Source: an optimization exercise on an open RTL-to-GDS flow (aim: small area). Production flows keep margins and buffers that such runs may drop.
Only the layout flow was run in this run; the RTL was not checked for function there.
Power figures rest on the tool's default switching activity, not on a simulated workload.

==> design/flow/design.v <==
`timescale 1ns / 1ps
module Control_Unit(
	input [1:0]ins,  
	output [7:0]out  
    );
	assign out = (ins == 2'b00) ? 8'b11000001:
                 (ins == 2'b01) ? 8'b01101010:
                 (ins == 2'b10) ? 8'b00100100:
                 (ins == 2'b11) ? 8'b00010000:
                 8'b00000000;
endmodule
`timescale 1ns / 1ps
module Extender(
	input [1:0]bit_2,
	output [7:0]bit_8
    );
	assign bit_8[1:0] = bit_2;
	assign bit_8[7:2] = (bit_2[1] == 1'b1) ? 6'b111111 : 6'b000000;
endmodule
`timescale 1ns / 1ps
module adder8(
	input [7:0] A,
	input [7:0] B,
	output [7:0] Result
    );
	assign Result = A + B;
endmodule
`timescale 1ns / 1ps
module hexa_to_7(
        input [3:0] bcd,
        output reg [6:0] seg
    );
	 always@(bcd) begin
        case(bcd)
            4'd0: seg <= 7'b1111110;
            4'd1: seg <= 7'b0110000;
            4'd2: seg <= 7'b1101101;
            4'd3: seg <= 7'b1111001;
            4'd4: seg <= 7'b0110011;
            4'd5: seg <= 7'b1011011;
            4'd6: seg <= 7'b1011111;
            4'd7: seg <= 7'b1110000;
            4'd8: seg <= 7'b1111111;
            4'd9: seg <= 7'b1111011;
            4'd10: seg <= 7'b1110111;
            4'd11: seg <= 7'b0011111;
            4'd12: seg <= 7'b1001110;
            4'd13: seg <= 7'b0111101;
            4'd14: seg <= 7'b1001111;
            4'd15: seg <= 7'b1000111;
        endcase
	end
endmodule
`timescale 1ns / 1ps
module Register_Unit(
	input CLK,
	input Reset,
	input [1:0] ReadAddress1,
	output [7:0] ReadValue1,
	input [1:0] ReadAddress2,
	output [7:0] ReadValue2,
	input WriteControl,
	input [1:0] WriteAddress,
	input [7:0] WriteValue
    );
	reg [7:0] Register0, Register1, Register2, Register3;
	assign ReadValue1 = (ReadAddress1 == 2'd0) ? Register0 :
	                    (ReadAddress1 == 2'd1) ? Register1 :
	                    (ReadAddress1 == 2'd2) ? Register2 : Register3;
	assign ReadValue2 = (ReadAddress2 == 2'd0) ? Register0 :
	                    (ReadAddress2 == 2'd1) ? Register1 :
	                    (ReadAddress2 == 2'd2) ? Register2 : Register3;
	always@(posedge CLK or posedge Reset) begin
		if (Reset) begin
			Register0 <= 8'b0;
			Register1 <= 8'b0;
			Register2 <= 8'b0;
			Register3 <= 8'b0;
		end else if(WriteControl) begin
			case (WriteAddress)
				2'd0: Register0 <= WriteValue;
				2'd1: Register1 <= WriteValue;
				2'd2: Register2 <= WriteValue;
				default: Register3 <= WriteValue;
			endcase
		end
	end
endmodule
`timescale 1ns / 1ps
module Data_Unit(
	   input Reset,
	   input CLK,
	   input [7:0]Address,
	   output [7:0]ReadData,
	   input MemWrite,
	   input [7:0]WriteData
    );
    wire [255:0] memory_flat;
    wire in_range = (Address[7:5] == 3'b000);
    wire [7:0] word = memory_flat[Address[4:0]*8 +: 8];
	assign ReadData = in_range ? word : 8'b0;
    genvar i;
    generate
        for (i = 0; i < 32; i = i + 1) begin : g_word
            localparam [7:0] INIT = (i < 16) ? i : (16 - i);
            reg [7:0] memory;
            always @(posedge CLK or posedge Reset) begin
                if (Reset)
                    memory <= INIT;
                else if (MemWrite && in_range && Address[4:0] == i)
                    memory <= WriteData;
            end
            assign memory_flat[i*8 +: 8] = memory;
        end
    endgenerate
endmodule
`timescale 1ns / 1ps
module main(
        input Reset,
        input oscillator,
        output reg [7:0] pc_sampled,  
        input [7:0] instruction,  
        output [6:0] LED1,
        output [6:0] LED2,
        output [6:0] LED3,
        output [6:0] LED4,
        output [6:0] LED5,
        output [6:0] LED6
    );
    wire CLK = oscillator;
	wire [7:0]Control;
	wire RegDst, RegWrite, ALUSrc, Branch, MemRead, MemWrite, MemtoReg, ALUOp;
	Control_Unit Control_(instruction[7:6], Control);
	assign RegDst = Control[7];
	assign RegWrite = Control[6];
	assign ALUSrc = Control[5];
	assign Branch = Control[4];
	assign MemRead = Control[3];
	assign MemWrite = Control[2];
	assign MemtoReg = Control[1];
	assign ALUOp = Control[0];
	wire [1:0] WriteRegister;
	assign WriteRegister = RegDst ? instruction[1:0] : instruction[3:2];	
	wire [7:0]ReadRegisterResult1;
	wire [7:0]ReadRegisterResult2;
	wire [7:0]RegWriteData;
	Register_Unit Registers(
	   .CLK(CLK),
	   .Reset(Reset),
	   .ReadAddress1(instruction[5:4]),
	   .ReadValue1(ReadRegisterResult1),
	   .ReadAddress2(instruction[3:2]),
	   .ReadValue2(ReadRegisterResult2),
	   .WriteControl(RegWrite),
	   .WriteAddress(WriteRegister),
	   .WriteValue(RegWriteData)
   );
    wire [7:0]ExtendedValue;
    Extender Sign_Extend(.bit_2(instruction[1:0]), .bit_8(ExtendedValue));
	wire [7:0]ALUOutput;
	wire [7:0]ALU_B;
    assign ALU_B = ALUSrc ? ExtendedValue : ReadRegisterResult2;
    adder8 ALU(ReadRegisterResult1, ALU_B, ALUOutput);
	wire [7:0]pc_1;
	wire [7:0]pc_jump;
	wire [7:0]nextPC;
	adder8 Add_Left(8'b00000001, pc_sampled, pc_1);
	adder8 Add_Right(pc_1, ExtendedValue, pc_jump);
    assign nextPC = Branch ? pc_jump : pc_1;
    wire [7:0]ReadDataResult;
    Data_Unit Data_Memory(
       .Reset(Reset),
       .CLK(CLK),
       .Address(ALUOutput),
       .ReadData(ReadDataResult),
       .MemWrite(MemWrite),
       .WriteData(ReadRegisterResult2)
    );
    assign RegWriteData = MemtoReg ? ReadDataResult : ALUOutput;
	always@(posedge CLK or posedge Reset) begin
        if (Reset)
            pc_sampled <= 8'b0;
        else
            pc_sampled <= nextPC;
	end
    hexa_to_7 L1(RegWriteData[7:4], LED1);
    hexa_to_7 L2(RegWriteData[3:0], LED2);
    wire [6:0] LED3_sw;
    wire [6:0] LED4_sw;
    hexa_to_7 L3(ReadRegisterResult2[7:4], LED3_sw);
    hexa_to_7 L4(ReadRegisterResult2[3:0], LED4_sw);
    assign LED3 = (instruction[7:6] == 2'b00) ? 7'b0:
                  (instruction[7:6] == 2'b01) ? 7'b0:
                  (instruction[7:6] == 2'b10) ? LED3_sw:
                  (instruction[7:6] == 2'b11) ? 7'b0:
                  7'b00000000;
    assign LED4 = (instruction[7:6] == 2'b00) ? 7'b0000101:  
                  (instruction[7:6] == 2'b01) ? 7'b0000101:  
                  (instruction[7:6] == 2'b10) ? LED4_sw:     
                  (instruction[7:6] == 2'b11) ? 7'b1011000:  
                  7'b00000000;
    wire [7:0] LEDValue_Third;
    assign LEDValue_Third = (instruction[7:6] == 2'b00) ? {6'b0, WriteRegister}:  
                            (instruction[7:6] == 2'b01) ? {6'b0, WriteRegister}:  
                            (instruction[7:6] == 2'b10) ? ALUOutput:  
                            (instruction[7:6] == 2'b11) ? nextPC:   
                            8'b00000000;
    hexa_to_7 L5(LEDValue_Third[7:4], LED5);
    hexa_to_7 L6(LEDValue_Third[3:0], LED6); 
endmodule
==> design/flow/run.sh <==
#!/bin/bash
# synth_recipe.tcl (not shown) runs the flow's synth.tcl, then flattens the netlist and writes it again
# the make line also repeats each setting of config.mk as NAME=value (left out here)
make -C /OpenROAD-flow-scripts/flow DESIGN_CONFIG=/design/flow/config.mk WORK_HOME=/design/flow/orfs CLKGATE_MAP_FILE= SYNTH_SCRIPT=/design/flow/synth_recipe.tcl finish
==> design/flow/config.mk <==
export PLATFORM = sky130hd
export DESIGN_NAME = main
export DESIGN_NICKNAME = main
export VERILOG_FILES = /design/flow/design.v
export SDC_FILE = /design/flow/constraint.sdc
export NUM_CORES = 4
export LEC_CHECK = 0
export CAP_MARGIN = 20
export CORE_MARGIN = 2
export CORE_UTILIZATION = 40
export SLEW_MARGIN = 20
==> design/flow/constraint.sdc <==
create_clock -name core_clock -period 7.8 [get_ports {oscillator}]
set_input_delay 1.5600 -clock core_clock [delete_from_list [all_inputs] [get_ports {oscillator}]]
set_output_delay 1.5600 -clock core_clock [all_outputs]
set_load 0.01 [all_outputs]
==> results.txt <==
routability cong. between 0.8 and 0.9; synthesized cell area between 15000 and 20000 um2; # rows 73; die width just over 200 um; register area share after synthesis a little under half; Final Hold Fails 0; WL final roughly 45000 um; DR DRC count 0; EDFF count, synth 0; endpoints failing setup 0; worst-margin pin slew 954.3 ps; ratio of final minimum period to clock period a little over nine tenths; dpl hpwl 30740 um; global-route track usage on met1 31.43%; GR Layer Usage met3 just under 3%; YS warnings 4; Die Area 42120 um2; Worst Setup Start Kind input pin; fin. max-slew vios 0; relative slew slack between 30% and 40%; internal cell power between 6 and 7 mW; Syn Area/Cell ~11 um2; post-synth top area share between 20% and 30%; flip-flop and latch count after synthesis approximately 300; Hold Path Class flop to flop; Post-Syn Nets ~1600; Commonest cells post-synth nand2_1 (249), o21ai_0 (221), dfrtp_1 (172); grt met2 use a little over a third; # H-tree levels 1; setup tns final 0 ps; Arrival @ worst endpoint between 6000 and 7000 ps; initial core utilization 40.67%; CTS tree built; initial drt markers about 800; Area contributors post-synth dfrtp_1 (27%), dfstp_2 (20%), mux4_2 (12%), o21ai_0 (6.8%), mux2_2 (6.2%); crit-path max FO 13; ys async rst share 100.0%; number of global-route vias before repair roughly 12000; Placed Area 18290 um2; Power Density 519.2 nW/um2; Max Fclk roughly 130 MHz; largest net degree at the start of global routing roughly 150; share of cells above drive strength 1 between 30% and 40%; Seq. cell area approximately 7600 um2; Net Sw Power roughly 4 mW; Yosys top cell by area dfrtp_1; status no timing/DRC/antenna violations; Sink Count just under 300; die height approximately 210 um; max-cap violations 0; RSZ-0062 raised after global routing yes; # diodes 0; Worst Setup End Kind primary output; Core Region between 30000 and 40000 um2; detailed-route vias per instance 5.504; multi-input logic area approximately 8300 um2; peak supply drop about 0.29 mV; initial antenna violation count 0; Ports 60; Max clock buf depth 3; synth unique cells 64; kind of critical path input pin to primary output; CP required around 6200 ps; clock-pin slew on the worst setup and hold paths about 60 ps; Post-synth top flop dfrtp_1; Lkg Pwr a little over 8 nW; Switching Share roughly 40%; cells after synthesis 1488; first-pass GRT wire length just over 70000 um; worst skew pair latency 590 ps; most frequent cell after synthesis nand2_1; clk_skew around 20 ps; combinational share of power 58.7%; Vias around 12000; first drt pass iteration count 5; fillcell total between 3000 and 4000; Flop pwr share 26.2%; Clock power frac about 15%; grt total ovfl 0; Final #Nets 1700; TritonCTS buffer count 31; Port Buf Inserts 59; CTS Root Cell clkbuf_16; routed length per instance between 20 and 25 um; crit path time final 7701 ps; total track usage between 20% and 30%; Area growth syn-to-layout 21.52%; final antenna-violating net count 0; Final Cell Area slightly below 20000 um2; reg-to-reg slack, setup roughly 3000 ps; busiest grt layer met2
## state kept, by name (all words and copies together) (netlist names)
| register | cells |
|---|---|
| Registers.Register0 | 8 |
| pc_sampled | 8 |
| Registers.Register3 | 8 |
| Data_Memory.g_word.memory | 256 |
| Registers.Register1 | 8 |
| Registers.Register2 | 8 |
## metal layers
layer  wire, um  up-vias
met2      21000      291
met4       1264        0
li1           -     5585
met5          0        -
met3       2213       69
met1      20800     6049
## kinds of logic after synthesis
| logic type | Yosys count | synth area share (%) |
|---|---|---|
| fa+ha+maj | 61 | 4.805 |
| buf+inv | 142 | 3.437 |
| flops | 296 | 46.69 |
| simple gates | 400 | 10.98 |
| compound gates | 350 | 12.20 |
| xor+xnor | 23 | 1.290 |
| mux | 216 | 20.60 |
## power groups by stage
| stage | clock network, mW | registers [mW] | logic, mW |
|---|---|---|---|
| final | 1.54 | 2.68 | 6.00 |
| after global routing | 1.64 | 2.76 | 6.46 |
| after CTS | 1.57 | 2.68 | 5.89 |
| after detailed placement | 0 | 2.70 | 5.63 |
| after global placement | 0 | 2.67 | 5.52 |
| after floorplan | 0 | 2.58 | 3.30 |
## timing repair
action	in CTS	in global routing
hold buffers	0	0
setup buffers	8	2
gates cloned	3	0
resized for setup	50	34
endpoints found under the setup margin	14	14
pin swaps	4	5
## placed cells by master, fill, tap and decap left out, types with 6 or more instances in the layout
cell type / count
inv_1: 29
nor3_1: 10
dfstp_2: 124
mux4_2: 85
clkbuf_2: 7
or2_2: 7
nand2b_1: 16
clkbuf_8: 8
nand4_1: 8
buf_12: 10
ha_1: 52
o21ai_2: 6
dlygate4sd2_1: 6
mux2_2: 87
a22oi_1: 11
a211oi_1: 6
nand2_1: 247
clkdlybuf4s50_1: 40
nor2_1: 65
xnor2_1: 12
clkbuf_1: 9
dfrtp_1: 172
o211ai_1: 6
buf_6: 8
o21ai_0: 216
clkbuf_16: 31
a21oi_1: 48
xor2_1: 7
mux2i_1: 36
nand3_1: 12
buf_4: 130
## through the flow
stage | utilization, % | setup WS, ps | hold WS (ps) | total power, mW | instances
6_report | 49.43 | 99.49 | 472.8 | 10.22 | 2179
2_1_floorplan | - | 43.98 | 444.6 | 5.876 | 1488
4_1_cts | 49.21 | 4.045 | 478.7 | 10.14 | 2176
5_1_grt | 49.43 | -61.41 | 493.0 | 10.86 | 2179
3_3_place_gp | 45.92 | -618.5 | 456.7 | 8.192 | 2107
3_5_place_dp | 45.92 | -638.5 | 465.5 | 8.329 | 2107
## worst paths after layout
kind | startpoint | end | cells past startpoint
max | instruction[4] | LED1[1] | 18
min | Data_Memory.g_word[9].memory[5] | Data_Memory.g_word[9].memory[5] | 2
max reg2reg | Registers.Register0[0] | Data_Memory.g_word[15].memory[5] | 17
min reg2reg | Data_Memory.g_word[9].memory[5] | Data_Memory.g_word[9].memory[5] | 2
max in group asynchronous | Reset | Registers.Register2[7] | 3
min in group asynchronous | Reset | Data_Memory.g_word[24].memory[1] | 2
## cell type report
type                    count  area share (%)
clock buffers              48           4.672
inverters                  40          0.7946
flip-flops and latches    296           38.42
multi-input cells        1050           42.33
repair buffers            210           9.719
clock inverters            10          0.7246
well taps                 525           3.337
## critical path: stages
cell	delay (ps)
clkdlybuf4s50_1	490
buf_4	150
mux4_2	240
inv_1	80
fa_4	890
buf_6	130
bufbuf_16	310
mux4_2	540
mux2i_2	190
mux2i_2	140
mux2_4	330
a31oi_2	180
buf_4	160
buf_6	130
buf_4	120
mux2i_1	170
a22oi_1	80
clkdlybuf4s15_1	230

-- what the ideal ports hide --
The flow's constraints put no driver on any port. The routed layout listed below was extracted and timed again, unchanged, in two steps.
Step 1 (the two cells are an assumption about what drives the block):
set clk [get_ports {oscillator}]
set_driving_cell -lib_cell sky130_fd_sc_hd__clkbuf_16 $clk
set_driving_cell -lib_cell sky130_fd_sc_hd__buf_2 [delete_from_list [all_inputs] $clk]
Step 2 moves the port delays by t, midway between the first and last clock arrival at a register: inputs arrive t later, outputs are due t later. That takes back most of the time a late clock gives input paths.
a / b / c = ideal / step 1 / step 2; a / b = the first two.
t, ns: 0.633
slack for setup (ns): 0.099 / 0.067 / 0.067
worst setup path after step 2: input to output
slew at the worst register clock pin (ns): 0.06 / 0.06
pins driven straight from the clock port: 1
After both steps this run still meets setup and hold. The setup slack of this run moves by -0.032 ns with the drivers and by -0.032 ns with both steps.
